What follows belongs to an exercise in optimizing a design on an open flow for small area; a production flow would make more cautious choices.
The RTL was checked by simulation tests, not by an equivalence proof against the original design.
Power is estimated from default activity; no workload was simulated.

===== design/flow/design.v =====
module koto_evt_ctrl(
  input  wire        clk,
  input  wire        reset,
  input  wire [15:0] din,
  input  wire [15:0] trig_in,
  input  wire [13:0] L1A_00, L1A_01, L1A_02, L1A_03,
  input  wire [13:0] L1A_04, L1A_05, L1A_06, L1A_07,
  input  wire [13:0] L1A_08, L1A_09, L1A_10, L1A_11,
  input  wire [13:0] L1A_12, L1A_13, L1A_14, L1A_15,
  input  wire        one_adc_finish_read,
  output wire [15:0] evt_rx_00, evt_rx_01, evt_rx_02, evt_rx_03,
  output wire [15:0] evt_rx_04, evt_rx_05, evt_rx_06, evt_rx_07,
  output wire [15:0] evt_rx_08, evt_rx_09, evt_rx_10, evt_rx_11,
  output wire [15:0] evt_rx_12, evt_rx_13, evt_rx_14, evt_rx_15,
  output wire        need_read,
  output wire        need_check,
  output wire [15:0] start_check,
  output wire        check_in_progress,
  output wire [1:0]  check_error,
  output wire [15:0] L1A_error,
  output wire        L1A_align,
  output wire        one_adc_finish_check,
  output wire [15:0] start_read,
  output wire [1:0]  tx_error,
  output wire [15:0] evt_tx
);
reg [15:0] rx [0:15];
reg        nr_prev_q;      
reg        up_prev_q;      
reg        tx_up_q;        
reg        rd_act_q;       
reg [3:0]  rd_idx_q;       
reg [15:0] tx_q;           
reg [1:0]  tx_err_q;
reg        ck_act_q;       
reg [3:0]  ck_idx_q;       
reg        ofc_q;          
reg        ck_err_q;       
reg        chk_err_q;      
wire [15:0] gt;
genvar gi, gb;
generate
  for (gi = 0; gi < 16; gi = gi + 1) begin : g_rx
    wire [16:0] cc;        
    wire [15:0] ic;        
    assign cc[0] = tx_up_q;
    for (gb = 0; gb < 16; gb = gb + 1) begin : g_b
      assign cc[gb+1] = (rx[gi][gb] & ~tx_q[gb]) | ((rx[gi][gb] | ~tx_q[gb]) & cc[gb]);
      if (gb == 0) begin : g_c0
        assign ic[gb] = din[gi];
      end else begin : g_cn
        assign ic[gb] = din[gi] & (&rx[gi][gb-1:0]);
      end
    end
    assign gt[gi] = cc[16];
    wire [16:0] icx = {din[gi] & (&rx[gi]), ic};
    always @(posedge clk)
      rx[gi] <= (rx[gi] | icx[15:0]) & ~({16{reset}} | icx[16:1]);
  end
endgenerate
wire nr_q = (&gt) & ~(tx_up_q & ~(|tx_q));
wire nc_q = nr_q & (up_prev_q | ~nr_prev_q);
always @(posedge clk)
  if (reset) begin
    nr_prev_q <= 1'b0;
    up_prev_q <= 1'b0;
  end else begin
    nr_prev_q <= nr_q;
    up_prev_q <= tx_up_q;
  end
wire align_q = ofc_q & (&ck_idx_q);
wire rd_start = align_q & ~rd_act_q & nr_q;
wire rd_on    = rd_act_q | rd_start;
wire rd_adv   = one_adc_finish_read & rd_on;
wire rd_wrap  = rd_adv & (&rd_idx_q);
wire [16:0] tx_inc;
generate
  for (gb = 0; gb < 16; gb = gb + 1) begin : g_tx
    if (gb == 0) begin : g_c0
      assign tx_inc[gb] = rd_wrap;
    end else begin : g_cn
      assign tx_inc[gb] = rd_wrap & (&tx_q[gb-1:0]);
    end
  end
endgenerate
assign tx_inc[16] = rd_wrap & (&tx_q);
always @(posedge clk)
  tx_q <= (tx_q | tx_inc[15:0]) & ~({16{reset}} | tx_inc[16:1]);
always @(posedge clk)
  if (reset) begin
    rd_act_q <= 1'b0;
    rd_idx_q <= 4'd0;
    tx_err_q <= 2'b00;
    tx_up_q  <= 1'b0;
  end else begin
    rd_act_q <= rd_on & ~rd_wrap;
    rd_idx_q <= rd_idx_q + rd_adv;
    tx_err_q <= tx_err_q | {align_q & rd_act_q, align_q & ~rd_act_q & ~nr_q};
    tx_up_q  <= rd_wrap;
  end
wire [13:0] l1a [0:15];
assign l1a[0]  = L1A_00; assign l1a[1]  = L1A_01; assign l1a[2]  = L1A_02; assign l1a[3]  = L1A_03;
assign l1a[4]  = L1A_04; assign l1a[5]  = L1A_05; assign l1a[6]  = L1A_06; assign l1a[7]  = L1A_07;
assign l1a[8]  = L1A_08; assign l1a[9]  = L1A_09; assign l1a[10] = L1A_10; assign l1a[11] = L1A_11;
assign l1a[12] = L1A_12; assign l1a[13] = L1A_13; assign l1a[14] = L1A_14; assign l1a[15] = L1A_15;
wire [2:0]  ev_sel = ck_idx_q[3:1];                       
wire [2:0]  od_sel = ck_idx_q[3:1] - {2'b00, ~ck_idx_q[0]};  
wire [13:0] ev_l1a = l1a[{ev_sel, 1'b0}];
wire [13:0] od_l1a = l1a[{od_sel, 1'b1}];
wire        l1a_ok = (ev_l1a == od_l1a) | (ck_idx_q == 4'd0);
wire        ck_try = ck_act_q & ~ofc_q & trig_in[ck_idx_q];
wire        ck_pass = ck_try & l1a_ok;
wire        ck_fail = ck_try & ~l1a_ok;
always @(posedge clk)
  if (reset) begin
    ck_act_q  <= 1'b0;
    ck_idx_q  <= 4'd0;
    ofc_q     <= 1'b0;
    ck_err_q  <= 1'b0;
    chk_err_q <= 1'b0;
  end else begin
    ck_act_q  <= ck_act_q ? ~(ofc_q & (&ck_idx_q)) : nc_q;
    ck_idx_q  <= ck_idx_q + ofc_q;
    ofc_q     <= ck_pass;
    ck_err_q  <= ck_try ? ~l1a_ok : ck_err_q;
    chk_err_q <= chk_err_q | (nc_q & ck_act_q);
  end
wire [15:0] ck_dec = 16'd1 << ck_idx_q;
wire [15:0] rd_dec = 16'd1 << rd_idx_q;
assign evt_rx_00 = rx[0];  assign evt_rx_01 = rx[1];  assign evt_rx_02 = rx[2];  assign evt_rx_03 = rx[3];
assign evt_rx_04 = rx[4];  assign evt_rx_05 = rx[5];  assign evt_rx_06 = rx[6];  assign evt_rx_07 = rx[7];
assign evt_rx_08 = rx[8];  assign evt_rx_09 = rx[9];  assign evt_rx_10 = rx[10]; assign evt_rx_11 = rx[11];
assign evt_rx_12 = rx[12]; assign evt_rx_13 = rx[13]; assign evt_rx_14 = rx[14]; assign evt_rx_15 = rx[15];
assign need_read            = nr_q;
assign need_check           = nc_q;
assign start_check          = {ck_dec[15:1], ck_dec[0] & ck_act_q};
assign check_in_progress    = ck_act_q;
assign check_error          = {1'b0, chk_err_q};
assign L1A_error            = {ck_dec[15:1] & {15{ck_err_q}}, 1'b0};
assign L1A_align            = align_q;
assign one_adc_finish_check = ofc_q;
assign start_read           = {rd_dec[15:1], rd_dec[0] & rd_act_q};
assign tx_error             = tx_err_q;
assign evt_tx               = tx_q;
endmodule

===== design/flow/flow/run.sh =====
#!/bin/bash
# Standard ORFS layout (standard.sh) with these changes:
#  * synthesis maps the logic with an area-oriented ABC script (flow/area.abc)
#    and without ha/fa extraction, through flow/synth_area.tcl, which otherwise
#    runs synth_recipe.tcl as is;
#  * the port buffers, and the buffers synthesis puts on outputs driven by a
#    constant, use the smallest buffer cell;
#  * the large buffers (buf_6 and up) are added to the platform's don't-use
#    list, so high-fanout nets get trees of small buffers;
#  * clock tree: clkbuf_8 buffers over clusters of up to 12 flip-flops
#    (at most 50 um across), without dummy loads.
# Each tool's output goes to standard.log; ORFS's own logs stay under orfs/logs.
set -euo pipefail
W=$(pwd)
export AREA_ABC_SCRIPT=$W/flow/area.abc
export FLOW_SYNTH_TCL=$W/synth_recipe.tcl
export BUFFER_PORTS_ARGS="-buffer_cell sky130_fd_sc_hd__buf_1"
export CTS_ARGS="-sink_clustering_enable -repair_clock_nets -dont_use_dummy_load -buf_list sky130_fd_sc_hd__clkbuf_8 -sink_clustering_size 12 -sink_clustering_max_diameter 50"
# the platform's don't-use cells, then the large buffers
DU="sky130_fd_sc_hd__probe_p_8 sky130_fd_sc_hd__probec_p_8 sky130_fd_sc_hd__lpflow_bleeder_1 sky130_fd_sc_hd__lpflow_clkbufkapwr_1 sky130_fd_sc_hd__lpflow_clkbufkapwr_16 sky130_fd_sc_hd__lpflow_clkbufkapwr_2 sky130_fd_sc_hd__lpflow_clkbufkapwr_4 sky130_fd_sc_hd__lpflow_clkbufkapwr_8 sky130_fd_sc_hd__lpflow_clkinvkapwr_1 sky130_fd_sc_hd__lpflow_clkinvkapwr_16 sky130_fd_sc_hd__lpflow_clkinvkapwr_2 sky130_fd_sc_hd__lpflow_clkinvkapwr_4 sky130_fd_sc_hd__lpflow_clkinvkapwr_8 sky130_fd_sc_hd__lpflow_decapkapwr_12 sky130_fd_sc_hd__lpflow_decapkapwr_3 sky130_fd_sc_hd__lpflow_decapkapwr_4 sky130_fd_sc_hd__lpflow_decapkapwr_6 sky130_fd_sc_hd__lpflow_decapkapwr_8 sky130_fd_sc_hd__lpflow_inputiso0n_1 sky130_fd_sc_hd__lpflow_inputiso0p_1 sky130_fd_sc_hd__lpflow_inputiso1n_1 sky130_fd_sc_hd__lpflow_inputiso1p_1 sky130_fd_sc_hd__lpflow_inputisolatch_1 sky130_fd_sc_hd__lpflow_isobufsrc_1 sky130_fd_sc_hd__lpflow_isobufsrc_16 sky130_fd_sc_hd__lpflow_isobufsrc_2 sky130_fd_sc_hd__lpflow_isobufsrc_4 sky130_fd_sc_hd__lpflow_isobufsrc_8 sky130_fd_sc_hd__lpflow_isobufsrckapwr_16 sky130_fd_sc_hd__lpflow_lsbuf_lh_hl_isowell_tap_1 sky130_fd_sc_hd__lpflow_lsbuf_lh_hl_isowell_tap_2 sky130_fd_sc_hd__lpflow_lsbuf_lh_hl_isowell_tap_4 sky130_fd_sc_hd__lpflow_lsbuf_lh_isowell_4 sky130_fd_sc_hd__lpflow_lsbuf_lh_isowell_tap_1 sky130_fd_sc_hd__lpflow_lsbuf_lh_isowell_tap_2 sky130_fd_sc_hd__lpflow_lsbuf_lh_isowell_tap_4 sky130_fd_sc_hd__buf_6 sky130_fd_sc_hd__buf_8 sky130_fd_sc_hd__buf_12 sky130_fd_sc_hd__buf_16 sky130_fd_sc_hd__bufbuf_8 sky130_fd_sc_hd__bufbuf_16"
sed "s|SYNTH_SCRIPT=[^ ]*|SYNTH_SCRIPT=$W/flow/synth_area.tcl|; s|\"\${@:-finish}\"|DONT_USE_CELLS=\"$DU\" \"MIN_BUF_CELL_AND_PORTS=sky130_fd_sc_hd__buf_1 A X\" \"\${@:-finish}\"|" standard.sh > standard_area.sh
grep -q "DONT_USE_CELLS=" standard_area.sh
grep -q "MIN_BUF_CELL_AND_PORTS=" standard_area.sh
grep -q "SYNTH_SCRIPT=$W/flow/synth_area.tcl" standard_area.sh
bash standard_area.sh > standard.log 2>&1

===== design/flow/flow/area.abc =====
strash
&get -n
&fraig -x
&put
dc2
strash
&get -n
&dch -f
&nf -R 1000
&st
&syn2
&dch -f
&nf -R 1000
&st
&dch -f
&nf -R 1000 -C 32
&put

===== design/flow/flow/synth_area.tcl =====
# The standard flow's synthesis (synth_recipe.tcl, unchanged) with two differences in how
# the combinational logic is mapped; registers are not touched:
#  * ABC runs an area-oriented script (area.abc) in place of ORFS's speed script;
#  * half/full adders are not extracted into ha/fa cells first, so ABC maps
#    the adder logic with the rest.
set ::area_abc_script $::env(AREA_ABC_SCRIPT)
proc abc {args} {
  set i [lsearch -exact $args -script]
  if { $i >= 0 } {
    lset args [expr { $i + 1 }] $::area_abc_script
  }
  yosys abc {*}$args
}
proc extract_fa {args} {
  puts "extract_fa skipped"
}
source $::env(FLOW_SYNTH_TCL)

===== design/flow/standard.sh =====
#!/bin/bash
# synth_recipe.tcl (not shown) runs the flow's synth.tcl, then flattens the netlist and writes it again
# the make line also repeats each setting of config.mk as NAME=value (left out here)
make -C /OpenROAD-flow-scripts/flow DESIGN_CONFIG=/design/flow/config.mk WORK_HOME=/design/flow/orfs CLKGATE_MAP_FILE= SYNTH_SCRIPT=/design/flow/synth_recipe.tcl "${@:-finish}"

===== design/flow/config.mk =====
export PLATFORM = sky130hd
export DESIGN_NAME = koto_evt_ctrl
export DESIGN_NICKNAME = koto_evt_ctrl
export VERILOG_FILES = /design/flow/design.v
export SDC_FILE = /design/flow/constraint.sdc
export NUM_CORES = 4
export LEC_CHECK = 0
export CAP_MARGIN = 0
export CORE_AREA = 4 4 198 198
export DIE_AREA = 0 0 202 202
export GPL_TIMING_DRIVEN = 0
export SLEW_MARGIN = 0

===== design/flow/constraint.sdc =====
create_clock -name core_clock -period 10.0 [get_ports {clk}]
set_input_delay 2.0000 -clock core_clock [delete_from_list [all_inputs] [get_ports {clk}]]
set_output_delay 2.0000 -clock core_clock [all_outputs]
set_load 0.01 [all_outputs]

==> summary.txt <==
-- cell type report --
type,count,area (um^2),area share (%)
Multi-Input combinational cell,1379,8340,47.1
Timing Repair Buffer,594,2260,12.8
Sequential cell,290,5810,32.8
Antenna cell,6,15.0,0.0849
Buffer,3,11.3,0.0637
Tap cell,504,631,3.57
Inverter,27,101,0.573
Clock buffer,38,523,2.96
-- worst min-delay path: stages (launching register included) --
cell and delay (ns):
sky130_fd_sc_hd__dfxtp_1 0.33, sky130_fd_sc_hd__a31oi_1 0.04, sky130_fd_sc_hd__nor2_1 0.07
-- flip-flops by register name, indices dropped and copies added, names as in the netlist, 2 cells and up --
register / flops
ck_idx_q: 4
tx_err_q: 2
tx_q: 16
rx: 256
rd_idx_q: 4
-- power groups by stage --
stage          Sequential [mW]  Clock [mW]  Combinational (mW)
6_report                  1.18       0.756               0.202
5_1_grt                   1.18       0.824               0.222
4_1_cts                   1.18       0.778               0.202
3_5_place_dp              1.21           0               0.200
3_3_place_gp              1.21           0               0.212
2_1_floorplan             1.21           0              0.0900
-- layer usage --
metal / vias to the layer above / share of wire, % / wire length [um]
met3: 153 / 8.9 / 6170
met4: 0 / 6.3 / 4360
li1: 8048 / - / -
met1: 8075 / 38 / 26100
met2: 719 / 47 / 32800
met5: - / 0 / 0
-- metrics by stage --
stage / instance area, um^2 / TNS (ns)
2_1_floorplan: 14200 / 0
3_3_place_gp: 17000 / -500.03
3_5_place_dp: 17100 / 0
4_1_cts: 17700 / 0
5_1_grt: 17700 / 0
6_report: 17700 / 0
-- cell usage after synthesis (all sizes together) --
master and n:
xor2 9, nor3 194, buf 3, o22a 2, xnor2 3, o21bai 21, nand3 20, a221oi 26
a211oi 2, conb 1, or2 3, a22oi 92, nor2b 7, o22ai 91, o221ai 15, nand4 13
nor4b 1, nor4 6, nand2b 10, clkinv 27, a22o 5, dfxtp 290, or3 1, a21oi 260
a31oi 1, nand2 35, nor2 130, and3 110, a21boi 2, a222oi 51, or4b 1, o2bb2ai 26
a2bb2oi 13, a2111oi 1, o21a 98, and2 82, a221o 5, o21ai 41
-- cells by family (layout without fill, tap and decap cells) --
kind of cell | after synthesis | count (layout)
XOR/XNOR | 12 | 12
buffers and inverters | 30 | 662
other | 1 | 8
AO/OA/AOI/OAI | 752 | 752
AND/OR/NAND/NOR | 613 | 613
flip-flops | 290 | 290
-- worst paths after layout --
path                          startpoint                endpoint  slack, ns  cells after the start
hold reg to reg   tx_err_q[0]$_SDFF_PP0_  tx_err_q[0]$_SDFF_PP0_       0.47                      2
hold / removal    tx_err_q[0]$_SDFF_PP0_  tx_err_q[0]$_SDFF_PP0_       0.47                      2
setup reg to reg      tx_up_q$_SDFF_PP0_        tx_q[15]$_DFF_P_       2.16                     29
setup / recovery      tx_up_q$_SDFF_PP0_              need_check       2.05                     18
==> flow_results.org <==
** Placed design
- Estimated wirelength of the detail-placed design :: roughly 54 mm
- Pre-CTS WS :: 2.33 ns
- Counting tap cells, the placed design contains a total of 2795 instances.
- At the end of routability-driven placement, the weighted congestion stood at 1.05.
- The count of buffers added on input and output ports is 585.

** Detailed routing
- The detail route stage leaves a number of antenna-violating nets equal to 0.
- For this run, design rule violations remaining after detail routing come to 0.
- Violation count after the first detailed-route iteration :: ~1500
- Via count :: 17000
- Dividing the detail-routed wire length by the instance count gives 24.4 um.
- Overall routed net length :: 69.4 mm
- After detailed routing, the number of vias per cell comes to 5.98.
- The first detailed-routing pass ran for 7 iterations.

** Critical path
- Crit path max-delay cell type :: sky130_fd_sc_hd__nand2b_1
- Chain of cells forming the critical path :: nand2b_1 -> o221ai_1 -> a2bb2oi_1 -> a21oi_1 -> o21a_1 -> o2bb2ai_1 -> o21ai_0 -> a21oi_1 -> a221oi_1 -> o21ai_0 -> a222oi_1 -> o2bb2ai_1 -> o21ai_0 -> or4b_1 -> nor4_1 -> nand3_1 -> a21oi_1 -> buf_1
- In this design, the largest share of critical-path delay is due to compound AO/OA/AOI/OAI gates.
- STA puts the critical path data required time at roughly 8.0 ns.
- Max stage delay on crit path :: 0.77 ns
- Data arrives at the worst endpoint at 5.95 ns.
- Crit Path Category :: flop to output pin
- In this run the worst path has a maximum fanout of 16.
- Startpoint kind of the worst setup timing path :: flop
- The worst setup path is captured at an output pin.
- Together, buffers and inverters on the worst path number 1.

** Power and ir drop
- Flop pwr share :: 55.2%
- Standby leakage power :: roughly 6.2 nW
- Cell internal power was estimated by the tool at 1.59 mW.
- For this design the ratio of total power to cell area is between 100 and 150 nW/um^2.
- Overall power consumption after layout is estimated at 2.14 mW.
- Summed over all nets, the switching power comes to 549 uW.
- The share of total power dissipated in the clock network is 35.3%.
- Worst IR Drop VDD :: between 100 and 150 uV
- Net switching is 25.7% of the power.
- Combinational logic burns under 10% of the power.

** Clocking
- CTS saw 290 sinks.
- The number of clock buffers added by TritonCTS is 38.
- Clock-pin slew was measured on the worst setup and hold paths at ~0.08 ns.
- After clock tree synthesis, the setup repair step added 0 buffers.
- Hold buffer count at cts :: 0
- Clock latency at the later pin of the worst-skew pair :: 0.57 ns
- In this run the clock root is driven by a sky130_fd_sc_hd__clkbuf_8.
- The number of gates resized after CTS was 0.
- TritonCTS clock tree :: built
- CTS HTree Levels :: 2
- The clock passes through at most 3 buffers.

** Logic synthesis
- Post-synthesis share of cell area spent on full adders, half adders and majority gates :: 0%
- Of the total synthesized cell area, the portion taken by XOR and XNOR cells is less than 1%.
- Biggest area consumer among synthesized cells :: sky130_fd_sc_hd__dfxtp_1
- The synthesized netlist devotes 22.2% of its cell area to simple gates.
- Summing every instance area after synthesis gives 14200 um^2.
- Of the synthesized area, sequential elements account for approximately two fifths.
- After technology mapping, the gate count stands at 1698.
- Sorting the synthesized cells by area gives the leading types as sky130_fd_sc_hd__dfxtp_1 41%, sky130_fd_sc_hd__a21oi_1 9.2%, sky130_fd_sc_hd__nor3_1 6.8%, sky130_fd_sc_hd__o21a_1 5.2%, sky130_fd_sc_hd__a22oi_1 4.9%.
- By area, the combinational part of the netlist is dominated by compound AO/OA/AOI/OAI gates.
- The synthesized design contains 290 register bits.
- Netlist cell types :: 38
- A synthesized cell averages roughly 8.4 um^2.
- Multiplexer fraction of the synthesized cell area :: 0%
- Yosys warning count :: 2
- After synthesis, the largest area contributor takes up 40.8% of total cell area.
- Compound-cell area share of the yosys netlist :: 35.4%

** Global routing
- Number of global-route vias before repair :: 16000
- Global routing usage summed across all routing layers :: 31.8%
- Entering global routing, the biggest net connects 54 pins.
- Grt peak-use layer :: met2
- Global routing consumed, on the met2 layer, around 54% of the routing resources.
- The number of antenna violations at the first check in global routing came to 8.
- The first global-routing pass estimated 100 mm of wire.
- Global routing consumed, on the met1 layer, 35.7% of the routing resources.
- Global routing used 9.55% of the available met3 tracks.
- Summed over all layers, the global routing overflow is 0.

** STA
- The final-report hold violation count is 0.
- Max-slew violations :: 31
- Actual slew at the worst max-slew pin :: 1.55 ns
- Worst max-slew margin expressed relative to the limit :: -3.54%
- Fin Hold WS :: 0.473 ns
- Subtracting the final worst setup slack from the clock period gives 7.95 ns.
- Across all setup checks in the final design, the least slack found is about 2 ns.
- Setup repair after global routing left no endpoint under its margin.
- Setup violations remaining at the end of the flow were counted as 0.
- Period utilization :: 79.5%
- Timing-limited maximum frequency :: about 130 MHz
- On the final layout, the worst clock skew is 0.0734 ns.

** Min path
- The path class of the tightest hold or removal check is flop to flop.

** Die
- In this run the vertical extent of the chip is 202 um.
- After floorplanning, the core was sized to cover roughly 37000 um^2.
- Die area :: approximately 41000 um^2
- Width of the die :: between 200 and 250 um
- Pin placement for this block handled 588 I/O pins.
- The initial utilization of the core area, before any placement, comes to 38.6%.
- Row Count :: 70

** Cells and area
- Once layout is complete, the utilization of the core stands at between 40% and 50%.
- Once layout is complete, the cells apart from fillers number around 2800.
- Fill cells in the final layout number about 3800.
- The library cell used most frequently in the layout, excluding fill and tap cells, is sky130_fd_sc_hd__buf_1.
- # nets final :: 2592
- Compared with the post-synthesis result, the final layout area differs by 24.4%.
- Of the cells placed in the final design, the portion with a size suffix greater than 1 is 2.40%.
- Commonest cells after routing, fill and taps aside :: 587 x sky130_fd_sc_hd__buf_1, 290 x sky130_fd_sc_hd__dfxtp_1, 260 x sky130_fd_sc_hd__a21oi_1

** Run
- The tool flagged a number of max-cap violations equal to 2.

** Run status
- Layout check faults :: capacitance limit, slew limit
- The run finished, with violations left.

==> what the ideal ports hide <==
How much do the figures lean on ideal ports? The routed layout below was timed once more, with nothing changed but the port constraints.
Step 1 sets driving cells, clkbuf_16 on the clock port and buf_2 on the other inputs (assumed; they add their load-dependent delay and slew).
Step 2 adds t to the input delays and takes it off the output delays; t is the mean of the earliest and latest rising clock arrival at the registers after step 1. Input paths then give back, and output paths get back, about the clock's delay inside the block.
a / b / c = ideal ports / drivers / drivers and shift; a / b = the first two.
t (ns): 0.583
setup WS [ns]: 2.054 / 2.002 / 2.155
slew at the worst register clock pin (ns): 0.08 / 0.08
The setup slack of this run moves by -0.052 ns with the drivers and by +0.101 ns with both steps.
